From an optimization exercise on the open Yosys and OpenROAD flow, aimed at small area and a short achievable clock period; shortcuts taken in it are not production practice. Only simulation tests tie the RTL to the original design; equivalence was not proved. No activity file was given, so power comes from the tool's default toggle rates.

==> inputs of run Z <==
==> flow/design.v (excerpt) <==
module cpu(clk, rst, display, f, imem_addr, imem_data, dmem_addr, dmem_we, dmem_wdata, dmem_rdata);
export LEC_CHECK = 0
export CAP_MARGIN = 20
export CORE_MARGIN = 2
export CORE_UTILIZATION = 55
export CTS_BUF_LIST = sky130_fd_sc_hd__clkbuf_8
export CTS_CLUSTER_DIAMETER = 50
export CTS_CLUSTER_SIZE = 16
export PLACE_DENSITY = 0.65
export SETUP_SLACK_MARGIN = 2.0
export SLEW_MARGIN = 20
export SYNTH_HIERARCHICAL = 1
create_clock -name core_clock -period 12.0 [get_ports {clk}]
standard.sh (not shown) runs the stock make flow with config.mk's settings and CLKGATE_MAP_FILE= SYNTH_SCRIPT=/design/flow/synth_recipe.tcl, a recipe that flattens the netlist after the stock synthesis.
==> flow/flow/run.sh <==
#!/bin/bash
# Layout flow: the standard ORFS flow (standard.sh: standard synthesis, floorplan, place,
# CTS, route, finish), unchanged except that buffer_ports buffers the ports with plain
# buffers (sky130 buf_1, which the resizer may size up later) instead of the delay buffers
# (clkdlybuf4s50_1) it picks on its own. Every port still gets its buffer.
# make's output goes to standard_flow.log; ORFS keeps each step's full log under orfs/logs/.
set -euo pipefail
export BUFFER_PORTS_ARGS="-buffer_cell sky130_fd_sc_hd__buf_1"
bash standard.sh finish > standard_flow.log 2>&1
==> inputs of run R, as changes to run Z <==
--- a/flow/config.mk
+++ b/flow/config.mk
@@ -6,5 +6,5 @@
 export NUM_CORES = 4
 export LEC_CHECK = 0
-export CAP_MARGIN = 20
+export CAP_MARGIN = 10
 export CORE_MARGIN = 2
 export CORE_UTILIZATION = 55
@@ -14,4 +14,4 @@
 export PLACE_DENSITY = 0.65
 export SETUP_SLACK_MARGIN = 2.0
-export SLEW_MARGIN = 20
+export SLEW_MARGIN = 10
 export SYNTH_HIERARCHICAL = 1
==> notes <==
- Against run R, the wire length of run Z is lower by about 0.22%.
- In run R the clock skew is lower than in run Z, by 0.033 ns.
- Run Z finished clean. Run R finished but fails on antenna rules.
- Of run Z and run R, run Z has the higher non-clock buffer count (gap 8).
- Of run Z and run R, run Z has the higher core utilization (gap 0.11 points).
- Against run Z, the critical path depth of run R is lower by 6.
- Clock power: run Z is larger than run R (about 3%).
- Combinational power is about the same in run Z and run R.
- Synthesized area is the same in run Z and run R.
- Between run R and run Z, the lower register-to-register slack is in run R (gap 0.19 ns).
- In die area, run Z and run R do not differ.

==> exp/maple <==
cpu, a different RTL version from the one above (not shown whole).
Settings: LEC_CHECK=0, CAP_MARGIN=20, CORE_MARGIN=2, CORE_UTILIZATION=60, CTS_BUF_LIST=sky130_fd_sc_hd__clkbuf_8, CTS_CLUSTER_DIAMETER=50, CTS_CLUSTER_SIZE=16, PLACE_DENSITY=0.7, SETUP_SLACK_MARGIN=2.0, SLEW_MARGIN=20, SYNTH_HIERARCHICAL=1; clock period 12.0 ns.
Scripts as last shown in full above: flow/flow/run.sh
==> inputs of exp/violet, as changes to exp/maple <==
--- a/flow/config.mk
+++ b/flow/config.mk
@@ -9,3 +9,3 @@
 export CORE_MARGIN = 2
-export CORE_UTILIZATION = 60
+export CORE_UTILIZATION = 55
 export CTS_BUF_LIST = sky130_fd_sc_hd__clkbuf_8
@@ -13,3 +13,3 @@
 export CTS_CLUSTER_SIZE = 16
-export PLACE_DENSITY = 0.7
+export PLACE_DENSITY = 0.65
 export SETUP_SLACK_MARGIN = 2.0
==> comparison table <==
Max transition margin: exp/maple 16.9%; exp/violet 24.5%
Share of total power in the clock network: exp/maple 20.4%; exp/violet 20.3%
Minimum hold slack: exp/maple 0.498 ns; exp/violet 0.495 ns
Portion of the layout cell area used by non-clock buffers: exp/maple 5.55%; exp/violet 5.93%
Routability congestion estimate from global placement: exp/maple 1.17; exp/violet 1.12
Final WS setup: exp/maple 1.86 ns; exp/violet 1.89 ns
Count of fill cells added during filler insertion: exp/maple 6353; exp/violet 7390
Number of cells in the finished layout apart from fillers: exp/maple 5591; exp/violet 5717
Post-CTS Setup Bufs: exp/maple 59; exp/violet 56
Cell area reported after detailed placement: exp/maple 57100 µm²; exp/violet 57400 µm²
Average via count per standard cell: exp/maple 8.44; exp/violet 8.18
Hold endpoint: exp/maple valid[28]; exp/violet valid[6]
Least-Margin Pin Slew: exp/maple 1.25 ns; exp/violet 1.13 ns
Die area: exp/maple 91600 µm²; exp/violet 99800 µm²
Worst path depth: exp/maple 14; exp/violet 16
Status: exp/maple no timing/DRC/antenna violations; exp/violet no timing/DRC/antenna violations
Vias in the first global route: exp/maple 42826; exp/violet 42266

[afterwards: timing with drivers on the ports]
How much do the figures lean on ideal ports? The routed layouts below were timed once more, with nothing changed but the port constraints. Step 1 assumes that a clkbuf_16 drives the clock port and a buf_2 every other input. Step 2 times the ports against the registers' clock, not the clock port: input delays grow and output delays shrink by t, the midpoint of the rising clock arrivals with the driver on. Three values: no drivers, after step 1, after step 2; two values: the first two.
run | shift t [ns] | slack for setup (ns) | hold WS [ns] | clock arrival spread, ns | worst slew at a driven data input, ns
run Z | 0.891 | 1.782 / 1.561 / 1.561 | 0.484 / 0.484 / 0.484 | 0.111 / 0.111 | 0.22
run R | 0.873 | 1.766 / 1.673 / 1.673 | 0.477 / 0.477 / 0.477 | 0.079 / 0.078 | 0.23
exp/maple | 0.875 | 1.865 / 1.762 / 1.762 | 0.498 / 0.498 / 0.498 | 0.060 / 0.061 | 0.17
exp/violet | 0.889 | 1.894 / 1.792 / 1.792 | 0.495 / 0.495 / 0.495 | 0.070 / 0.070 | 0.18
For run Z, which loses most, drivers alone change the setup slack by -0.221 ns; drivers and shift together by -0.221 ns.
